Background: an optimization exercise with open tools, aiming at small area, a short achievable clock period and few clock cycles per item. Do not read the settings as production practice.
At most, simulation tests tie the RTL to the original design; equivalence was not proved.
No driver is modelled on the clock port, so clocking that relies on it looks cheaper here than on a real chip.
Power and IR drop assume default switching activity.

## cnm_top
module cnm_top (
    input  logic               clk,
    input  logic               rst,
    input  logic               in_valid,
    input  logic signed [7:0]  rea,
    input  logic signed [7:0]  ima,
    input  logic signed [7:0]  req,
    input  logic signed [7:0]  imq,
    output logic               out_valid,
    output logic signed [15:0] rep,
    output logic signed [15:0] imp
);
make LEC_CHECK=0 CAP_MARGIN=20 CORE_MARGIN=2 CORE_UTILIZATION=40 CTS_BUF_LIST='sky130_fd_sc_hd__clkbuf_4 sky130_fd_sc_hd__clkbuf_8' SETUP_SLACK_MARGIN=3.4 SLEW_MARGIN=20 SYNTH_HIERARCHICAL=1 finish   # period 7.0 ns
run.sh (not shown) runs the stock make flow with config.mk's settings and CLKGATE_MAP_FILE= SYNTH_SCRIPT=/design/flow/synth_recipe.tcl, a recipe that flattens the netlist after the stock synthesis.
The starting point went through all stages and came out clean.
Then changed:
Settings changed: CTS_BUF_LIST sky130_fd_sc_hd__clkbuf_4 sky130_fd_sc_hd__clkbuf_8 to not set.
Sequential cell count does not change. Clock power went up by 29%. Via count goes up by 0.48%.
No functional check of the RTL was part of any run of this note.

---

ember:
Another version of the RTL of cnm_top (not shown whole).
Size: roughly 870 cells after synthesis, ~97 flip-flops, ~68 I/O pins, ~9200 um^2 of cells after synthesis.
==> flow/design.v (excerpt) <==
module cnm_top (
    input  logic               clk,
    input  logic               rst,
    input  logic               in_valid,
    input  logic signed [7:0]  rea,
    input  logic signed [7:0]  ima,
    input  logic signed [7:0]  req,
    input  logic signed [7:0]  imq,
    output logic               out_valid,
    output logic signed [15:0] rep,
    output logic signed [15:0] imp
);
    logic [7:0] rea_r, ima_r, req_r, imq_r;
    logic rep_p0_1;
    logic rep_p1_2;
    logic rep_p2_3;
    logic rep_p3_4;
    logic rep_p4_5;
    logic rep_p5_6;
    logic rep_p6_7;
    logic rep_p7_8;
    logic rep_p1_9;
    logic rep_p2_10;
    logic rep_p3_11;
    logic rep_p4_12;
    logic rep_p5_13;
    logic rep_p6_14;
    logic rep_p7_15;
    logic rep_p8_16;
    logic rep_p2_17;
    logic rep_p3_18;
    logic rep_p4_19;
    logic rep_p5_20;
    logic rep_p6_21;
    logic rep_p7_22;
    logic rep_p8_23;
    logic rep_p9_24;
    logic rep_p3_25;
    logic rep_p4_26;
    logic rep_p5_27;
    logic rep_p6_28;
    logic rep_p7_29;
    logic rep_p8_30;
    logic rep_p9_31;
    logic rep_p10_32;
    logic rep_p4_33;
    logic rep_p5_34;
    logic rep_p6_35;
    logic rep_p7_36;
    logic rep_p8_37;
    logic rep_p9_38;
    logic rep_p10_39;
    logic rep_p11_40;
    logic rep_p5_41;
    logic rep_p6_42;
    logic rep_p7_43;
    logic rep_p8_44;
    logic rep_p9_45;
    logic rep_p10_46;
    logic rep_p11_47;
    logic rep_p12_48;
    logic rep_p6_49;
    logic rep_p7_50;
    logic rep_p8_51;
    logic rep_p9_52;
    logic rep_p10_53;
    logic rep_p11_54;
    logic rep_p12_55;
    logic rep_p13_56;
    logic rep_p7_57;
    logic rep_p8_58;
    logic rep_p9_59;
    logic rep_p10_60;
    logic rep_p11_61;
    logic rep_p12_62;
    logic rep_p13_63;
    logic rep_p14_64;
    logic rep_p0_65;
    logic rep_p1_66;
    logic rep_p2_67;
    logic rep_p3_68;
    logic rep_p4_69;
    logic rep_p5_70;
    logic rep_p6_71;
    logic rep_p7_72;
    logic rep_p1_73;
    logic rep_p2_74;
    logic rep_p3_75;
    logic rep_p4_76;
    logic rep_p5_77;
    logic rep_p6_78;
    logic rep_p7_79;
    logic rep_p8_80;
    logic rep_p2_81;
    logic rep_p3_82;
  ...
==> flow/config.mk <==
export PLATFORM = sky130hd
export DESIGN_NAME = cnm_top
export DESIGN_NICKNAME = cnm_top
export VERILOG_FILES = /design/flow/design.v
export SDC_FILE = /design/flow/constraint.sdc
export NUM_CORES = 4
export LEC_CHECK = 0
export CAP_MARGIN = 20
export CORE_MARGIN = 2
export CORE_UTILIZATION = 40
export SETUP_SLACK_MARGIN = 3.6
export SLEW_MARGIN = 20
export SYNTH_HIERARCHICAL = 1
==> flow/constraint.sdc <==
create_clock -name core_clock -period 7.0 [get_ports {clk}]
set_input_delay 1.4000 -clock core_clock [delete_from_list [all_inputs] [get_ports {clk}]]
set_output_delay 1.4000 -clock core_clock [all_outputs]
set_load 0.01 [all_outputs]
Looking at the reports, ember completed the entire flow and the layout it produced met the timing, DRC and antenna checks.
Testbench counts of ember, summed over its fixed seeds: cycles 16,016, items 16,000.
Inputs modified between ember and fjord:
--- a/flow/config.mk
+++ b/flow/config.mk
@@ -9,5 +9,4 @@
 export CORE_MARGIN = 2
 export CORE_UTILIZATION = 40
-export SETUP_SLACK_MARGIN = 3.6
 export SLEW_MARGIN = 20
 export SYNTH_HIERARCHICAL = 1
Results
fjord was carried through to the last stage, and its layout satisfied the timing, DRC and antenna checks.
On met1 global-route usage: fjord sits below ember.
Sum of internal, switching and leakage power: fjord vs ember down about 9%
Post-synthesis compound-gate area fraction of fjord is on par with ember.
Taking ember over fjord, the non-clock buffer total of the final layout ratio works out to 2.0.
Between ember and fjord, the flow reports met1 layer wirelength in the final routing decreasing by more than 10%.
Utilization after layout in fjord is 5.5 points lower than in ember
fjord vs ember, total routed wirelength went down by about 13%.
Worst hold margin ended up 8.8 ps lower on fjord than on ember.
Diff fjord and ember: design area higher in ember

---

cnm_top, a different RTL version from the one above (not shown whole).
Size in the first run: about 150 flip-flops, roughly 68 I/O pins, roughly 0.0098 mm2 of cells after synthesis.
==> flow/config.mk <==
export PLATFORM = sky130hd
export DESIGN_NAME = cnm_top
export DESIGN_NICKNAME = cnm_top
export VERILOG_FILES = /design/flow/design.v
export SDC_FILE = /design/flow/constraint.sdc
export NUM_CORES = 4
export LEC_CHECK = 0
export CAP_MARGIN = 20
export CORE_MARGIN = 2
export CORE_UTILIZATION = 40
export CTS_BUF_LIST = sky130_fd_sc_hd__clkbuf_4 sky130_fd_sc_hd__clkbuf_8
export SETUP_SLACK_MARGIN = 4.5
export SLEW_MARGIN = 20
export SYNTH_HIERARCHICAL = 1
==> flow/constraint.sdc <==
create_clock -name core_clock -period 7.0 [get_ports {clk}]
set_input_delay 1.4000 -clock core_clock [delete_from_list [all_inputs] [get_ports {clk}]]
set_output_delay 1.4000 -clock core_clock [all_outputs]
set_load 0.01 [all_outputs]
standard.sh (not shown) runs the stock make flow with config.mk's settings and CLKGATE_MAP_FILE= SYNTH_SCRIPT=/design/flow/synth_recipe.tcl, a recipe that flattens the netlist after the stock synthesis.
==> flow/flow/run.sh <==
#!/bin/bash
# Own layout flow: the standard flow (standard synthesis, same steps and
# settings) with two changes:
#  - the port buffers are the small sky130 buf_1 cell instead of the delay
#    cell buffer_ports picks by default (every input and output port still
#    gets its own buffer; repair may resize them);
#  - clock tree synthesis adds no dummy loads.
set -euo pipefail
export BUFFER_PORTS_ARGS="-buffer_cell sky130_fd_sc_hd__buf_1"
export CTS_ARGS="-sink_clustering_enable -repair_clock_nets -dont_use_dummy_load -buf_list {sky130_fd_sc_hd__clkbuf_4 sky130_fd_sc_hd__clkbuf_8}"
bash standard.sh > flow_make.log 2>&1
Testbench counts at the start, summed over its fixed seeds: cycles 16,024, items 16,000.
Rerun with:
--- a/flow/flow/run.sh
+++ b/flow/flow/run.sh
@@ -2,3 +2,6 @@
 # Own layout flow: the standard flow (standard synthesis, same steps and
-# settings) with two changes:
+# settings) with these changes:
+#  - after the floorplan step, combinational cells that synthesis mapped at a
+#    larger drive strength are set back to drive strength 1 (downsize.tcl);
+#    the standard repair steps that follow upsize where timing needs it;
 #  - the port buffers are the small sky130 buf_1 cell instead of the delay
@@ -10,2 +13,7 @@
 export CTS_ARGS="-sink_clustering_enable -repair_clock_nets -dont_use_dummy_load -buf_list {sky130_fd_sc_hd__clkbuf_4 sky130_fd_sc_hd__clkbuf_8}"
+bash standard.sh floorplan > flow_make_floorplan.log 2>&1
+RESULTS=orfs/results/$FLOW_PLATFORM/cnm_top/base \
+LIB=$FLOW_HOME/platforms/$FLOW_PLATFORM/lib/sky130_fd_sc_hd__tt_025C_1v80.lib \
+  openroad -no_init -exit flow/downsize.tcl > downsize.log 2>&1
+touch orfs/results/$FLOW_PLATFORM/cnm_top/base/2_floorplan.odb
 bash standard.sh > flow_make.log 2>&1
==> flow/flow/downsize.tcl (new file) <==
# Set every logic cell and register of the synthesized, floorplanned design to
# its drive-strength-1 variant (same function, and the same cell type for
# registers). The flow's later repair steps upsize again where timing needs
# it. Clock, tap and other special cells are left alone.
set results $::env(RESULTS)
read_liberty $::env(LIB)
read_db $results/2_floorplan.odb
set n 0
foreach inst [get_cells *] {
  set ref [get_property $inst ref_name]
  if {![regexp {^(sky130_fd_sc_hd__([a-z0-9]+))_([0-9]+)$} $ref -> base fn drive]} continue
  if {$drive <= 1} continue
  if {[regexp {^(ed|sd|dl|clk|tap|fill|decap|conb|probe|lpflow|bufinv|dly)} $fn]} continue
  set lc [get_lib_cells -quiet ${base}_1]
  if {$lc eq ""} continue
  replace_cell $inst $lc
  incr n
}
puts "downsized $n cells"
write_db $results/2_floorplan.odb
- worst setup slack is worse by 0.075 ns
- global-route usage fell by 0.43 points
- routed wire length rose by 0.59%
- critical path depth does not change
- final area fell by 2.5%
- cell count fell by 0.42%
- register-to-register slack is worse by 0.08 ns
- combinational power stays flat
- power fell by 0.34%
- worst hold slack is worse by 0.0040 ns
- clock skew rose by 0.0098 ns
Rerun with:
==> flow/flow/downsize.tcl (replaced) <==
# Set every combinational cell of the synthesized, floorplanned design to its
# drive-strength-1 variant (same function and footprint family). The flow's
# later repair steps upsize again where timing needs it. Registers, clock and
# tap cells are left alone.
set results $::env(RESULTS)
read_liberty $::env(LIB)
read_db $results/2_floorplan.odb
set n 0
foreach inst [get_cells *] {
  set ref [get_property $inst ref_name]
  if {![regexp {^(sky130_fd_sc_hd__([a-z0-9]+))_([0-9]+)$} $ref -> base fn drive]} continue
  if {$drive <= 1} continue
  if {[regexp {^(df|ed|sd|dl|clk|tap|fill|decap|conb|probe|lpflow|buf|inv|bufinv|dly)} $fn]} continue
  set lc [get_lib_cells -quiet ${base}_1]
  if {$lc eq ""} continue
  replace_cell $inst $lc
  incr n
}
puts "downsized $n cells"
write_db $results/2_floorplan.odb
Via count shrinks slightly.
Cell count shrinks slightly.
Die area stays the same.
Non-clock buffer count shrinks by 14.
Routed wire length shrinks by a few percent.
Utilization shrinks by 0.42 points.
Synthesized cell count stays the same.
Design area shrinks slightly.
Rerun with:
==> flow/flow/run.sh (replaced) <==
#!/bin/bash
# Own layout flow: the standard flow (standard synthesis, same steps and
# settings) with two changes:
#  - the port buffers are the small sky130 buf_1 cell instead of the delay
#    cell buffer_ports picks by default (every input and output port still
#    gets its own buffer; repair may resize them);
#  - clock tree synthesis adds no dummy loads.
set -euo pipefail
export BUFFER_PORTS_ARGS="-buffer_cell sky130_fd_sc_hd__buf_1"
export CTS_ARGS="-sink_clustering_enable -repair_clock_nets -dont_use_dummy_load -buf_list {sky130_fd_sc_hd__clkbuf_4 sky130_fd_sc_hd__clkbuf_8}"
bash standard.sh > flow_make.log 2>&1
--- a/flow/config.mk
+++ b/flow/config.mk
@@ -9,3 +9,3 @@
 export CORE_MARGIN = 2
-export CORE_UTILIZATION = 40
+export CORE_UTILIZATION = 60
 export CTS_BUF_LIST = sky130_fd_sc_hd__clkbuf_4 sky130_fd_sc_hd__clkbuf_8
removed: flow/flow/downsize.tcl
=> The changed run went through all stages and came out clean. Worst setup slack degrades by 0.024 ns. Cell area rises by 2.2%. Synthesized cell count is unchanged. Critical path depth is unchanged. Clock skew barely changes. Utilization rises by 23 points. Total power rises by 0.92%. Die area falls by 33%. Maximum frequency falls by 0.98%.
Rerun with:
--- a/flow/config.mk
+++ b/flow/config.mk
@@ -9,5 +9,5 @@
 export CORE_MARGIN = 2
-export CORE_UTILIZATION = 60
+export CORE_UTILIZATION = 40
 export CTS_BUF_LIST = sky130_fd_sc_hd__clkbuf_4 sky130_fd_sc_hd__clkbuf_8
-export SETUP_SLACK_MARGIN = 4.5
+export SETUP_SLACK_MARGIN = 4.3
 export SLEW_MARGIN = 20
Result: The new run finished clean; final cell count is higher by about 9%; combinational power is lower by about 2%; worst hold slack gets worse by 0.022 ns; wire length is lower by about 2%; sequential cell count does not change; count of clock-buffer cells in the layout is unchanged; core utilization is lower by 22 points; non-clock buffer count is lower by 11; maximum frequency is lower by 5.1%.
Rerun with:
--- a/flow/config.mk
+++ b/flow/config.mk
@@ -11,3 +11,3 @@
 export CTS_BUF_LIST = sky130_fd_sc_hd__clkbuf_4 sky130_fd_sc_hd__clkbuf_8
-export SETUP_SLACK_MARGIN = 4.3
+export SETUP_SLACK_MARGIN = 4.8
 export SLEW_MARGIN = 20
Effect: The new run ran to the end with no violations. Via count rose by roughly a tenth. Count of clock-buffer cells in the layout is unchanged. Wire length rose by about a fifth. Combinational power rose by about a fifth. Sequential share of layout area fell by 3.4 points. Worst hold slack gets worse by 0.0032 ns. Sequential power stays flat. Critical path depth rose by 1. First-iteration DRC count rose by a quarter to a third. Utilization rose by 7.0 points.

---

Starting RTL as in the previous note.
Settings: LEC_CHECK=0, CAP_MARGIN=20, CORE_MARGIN=2, CORE_UTILIZATION=40, CTS_BUF_LIST=sky130_fd_sc_hd__clkbuf_4 sky130_fd_sc_hd__clkbuf_8, SETUP_SLACK_MARGIN=4.5, SLEW_MARGIN=20, SYNTH_HIERARCHICAL=1; clock period 7.0 ns.
==> flow/flow/run.sh <==
#!/bin/bash
# Own layout flow: the standard flow (standard synthesis, same steps and
# settings) with two changes:
#  - the port buffers are the small sky130 buf_1 cell instead of the delay
#    cell buffer_ports picks by default (every input and output port still
#    gets its own buffer; repair may resize them);
#  - clock tree synthesis adds no dummy loads.
set -euo pipefail
export BUFFER_PORTS_ARGS="-buffer_cell sky130_fd_sc_hd__buf_1"
export CTS_ARGS="-sink_clustering_enable -repair_clock_nets -dont_use_dummy_load -buf_list {sky130_fd_sc_hd__clkbuf_4 sky130_fd_sc_hd__clkbuf_8 sky130_fd_sc_hd__clkbuf_16} -sink_clustering_size 30 -sink_clustering_max_diameter 100"
bash standard.sh > flow_make.log 2>&1
Testbench counts at the start, summed over its fixed seeds: cycles 16,024, items 16,000.
==> next run, changes <==
--- a/flow/flow/run.sh
+++ b/flow/flow/run.sh
@@ -9,3 +9,3 @@
 export BUFFER_PORTS_ARGS="-buffer_cell sky130_fd_sc_hd__buf_1"
-export CTS_ARGS="-sink_clustering_enable -repair_clock_nets -dont_use_dummy_load -buf_list {sky130_fd_sc_hd__clkbuf_4 sky130_fd_sc_hd__clkbuf_8 sky130_fd_sc_hd__clkbuf_16} -sink_clustering_size 30 -sink_clustering_max_diameter 100"
+export CTS_ARGS="-sink_clustering_enable -repair_clock_nets -dont_use_dummy_load -buf_list {sky130_fd_sc_hd__clkbuf_4}"
 bash standard.sh > flow_make.log 2>&1
CAP_MARGIN = 5   (was 20)
SLEW_MARGIN = 5   (was 20)
The new run went through all stages and came out clean.
Cell count stays flat.
Clock skew went up by 0.017 ns.
Setup slack degrades by 0.019 ns.
Wire length went down by 0.77%.
First-iteration DRC count is higher by about 22%.
Design area shrinks by 2.4%.
Power shrinks by 6.8%.
==> next run, changes <==
--- a/flow/flow/run.sh
+++ b/flow/flow/run.sh
@@ -9,3 +9,4 @@
 export BUFFER_PORTS_ARGS="-buffer_cell sky130_fd_sc_hd__buf_1"
-export CTS_ARGS="-sink_clustering_enable -repair_clock_nets -dont_use_dummy_load -buf_list {sky130_fd_sc_hd__clkbuf_4}"
+export CTS_ARGS="-sink_clustering_enable -repair_clock_nets -dont_use_dummy_load -buf_list {sky130_fd_sc_hd__clkbuf_4 sky130_fd_sc_hd__clkbuf_8}"
+export RECOVER_POWER=100
 bash standard.sh > flow_make.log 2>&1
CAP_MARGIN = 20   (was 5)
SLEW_MARGIN = 20   (was 5)
The changed run finished but fails on capacitance limit, slew limit.
Final area is about the same.
Sequential cell count stays the same.
Routed wire length came out higher by 1.2%.
Clock skew is lower by 0.0097 ns.
==> next run, changes <==
--- a/flow/flow/run.sh
+++ b/flow/flow/run.sh
@@ -2,3 +2,6 @@
 # Own layout flow: the standard flow (standard synthesis, same steps and
-# settings) with two changes:
+# settings) with these changes:
+#  - after the floorplan step and again after clock tree synthesis, logic cells that synthesis mapped at a
+#    larger drive strength are set back to drive strength 1 (downsize.tcl);
+#    the standard repair steps that follow upsize where timing needs it;
 #  - the port buffers are the small sky130 buf_1 cell instead of the delay
@@ -10,3 +13,10 @@
 export CTS_ARGS="-sink_clustering_enable -repair_clock_nets -dont_use_dummy_load -buf_list {sky130_fd_sc_hd__clkbuf_4 sky130_fd_sc_hd__clkbuf_8}"
-export RECOVER_POWER=100
+bash standard.sh floorplan > flow_make_floorplan.log 2>&1
+R=orfs/results/$FLOW_PLATFORM/cnm_top/base
+export RESULTS=$R LIB=$FLOW_HOME/platforms/$FLOW_PLATFORM/lib/sky130_fd_sc_hd__tt_025C_1v80.lib
+DB=2_floorplan.odb openroad -no_init -exit flow/downsize.tcl > downsize_floorplan.log 2>&1
+touch $R/2_floorplan.odb
+bash standard.sh cts > flow_make_cts.log 2>&1
+DB=4_cts.odb openroad -no_init -exit flow/downsize.tcl > downsize_cts.log 2>&1
+touch $R/4_cts.odb
 bash standard.sh > flow_make.log 2>&1
==> flow/flow/downsize.tcl (new file) <==
# Set every combinational cell of the synthesized, floorplanned design to its
# drive-strength-1 variant (same function and footprint family). The flow's
# later repair steps upsize again where timing needs it. Registers, clock and
# tap cells are left alone.
set results $::env(RESULTS)
read_liberty $::env(LIB)
set db $::env(DB)
read_db $results/$db
set n 0
foreach inst [get_cells *] {
  set ref [get_property $inst ref_name]
  if {![regexp {^(sky130_fd_sc_hd__([a-z0-9]+))_([0-9]+)$} $ref -> base fn drive]} continue
  if {$drive <= 1} continue
  if {[regexp {^(df|ed|sd|dl|clk|tap|fill|decap|conb|probe|lpflow|buf|inv|bufinv|dly)} $fn]} continue
  set lc [get_lib_cells -quiet ${base}_1]
  if {$lc eq ""} continue
  replace_cell $inst $lc
  incr n
}
puts "downsized $n cells"
write_db $results/$db
Result: The changed run completed without violations. Clock power fell by about 4%. Design area is lower by 2.9%. Sequential power is about the same. Power is about the same. Count of clock-buffer cells in the layout stays the same. Global-route usage is lower by 1.1 points. Worst hold slack improves by 0.017 ns. Via count decreases by 0.57%. Critical path depth is unchanged. Register-to-register slack improved by 0.93 ns. Maximum frequency grows by 38%.

## afterwards: timing with drivers on the ports
The results above use ideal ports. As a check the final layouts listed here were re-extracted and re-timed, cells and wires unchanged. Step 1 sets driving cells, clkbuf_16 on the clock port and buf_2 on the other inputs (assumed; they add their load-dependent delay and slew). Step 2 times the ports against the registers' clock, not the clock port: input delays grow and output delays shrink by t, the midpoint of the rising clock arrivals with the driver on. Slacks: no drivers / after step 1 / after step 2; pairs: no drivers / after step 1.
run | shift t [ns] | slack for setup (ns) | worst setup path after step 2 | slew at the worst register clock pin (ns) | worst data-port slew with drivers (ns)
the first run of note 1 | 0.419 | 3.430 / 3.390 / 3.519 | register to register | 0.09 / 0.09 | 0.03
the second run of note 1 | 0.402 | 3.365 / 3.320 / 3.521 | register to register | 0.07 / 0.07 | 0.03
ember | 0.394 | 3.098 / 3.051 / 3.337 | register to register | 0.07 / 0.07 | 0.06
fjord | 0.390 | 2.500 / 2.458 / 2.830 | register to register | 0.07 / 0.07 | 0.04
the first run of note 3 | 0.492 | 4.597 / 4.597 / 4.597 | register to register | 0.08 / 0.08 | 0.03
the second run of note 3 | 0.481 | 4.521 / 4.521 / 4.521 | register to register | 0.09 / 0.09 | 0.04
the third run of note 3 | 0.472 | 4.567 / 4.567 / 4.567 | register to register | 0.09 / 0.09 | 0.03
the fourth run of note 3 | 0.477 | 4.543 / 4.543 / 4.543 | register to register | 0.09 / 0.09 | 0.04
the fifth run of note 3 | 0.488 | 4.412 / 4.412 / 4.412 | register to register | 0.08 / 0.08 | 0.03
the sixth run of note 3 | 0.490 | 4.679 / 4.656 / 4.679 | register to register | 0.08 / 0.08 | 0.04
the first run of note 4 | 0.465 | 4.610 / 4.610 / 4.610 | register to register | 0.06 / 0.06 | 0.03
the second run of note 4 | 0.575 | 4.591 / 4.556 / 4.591 | register to register | 0.12 / 0.12 | 0.03
the third run of note 4 | 0.496 | 3.638 / 3.638 / 3.638 | register to register | 0.08 / 0.08 | 0.03
the fourth run of note 4 | 0.472 | 4.567 / 4.567 / 4.567 | register to register | 0.09 / 0.09 | 0.03
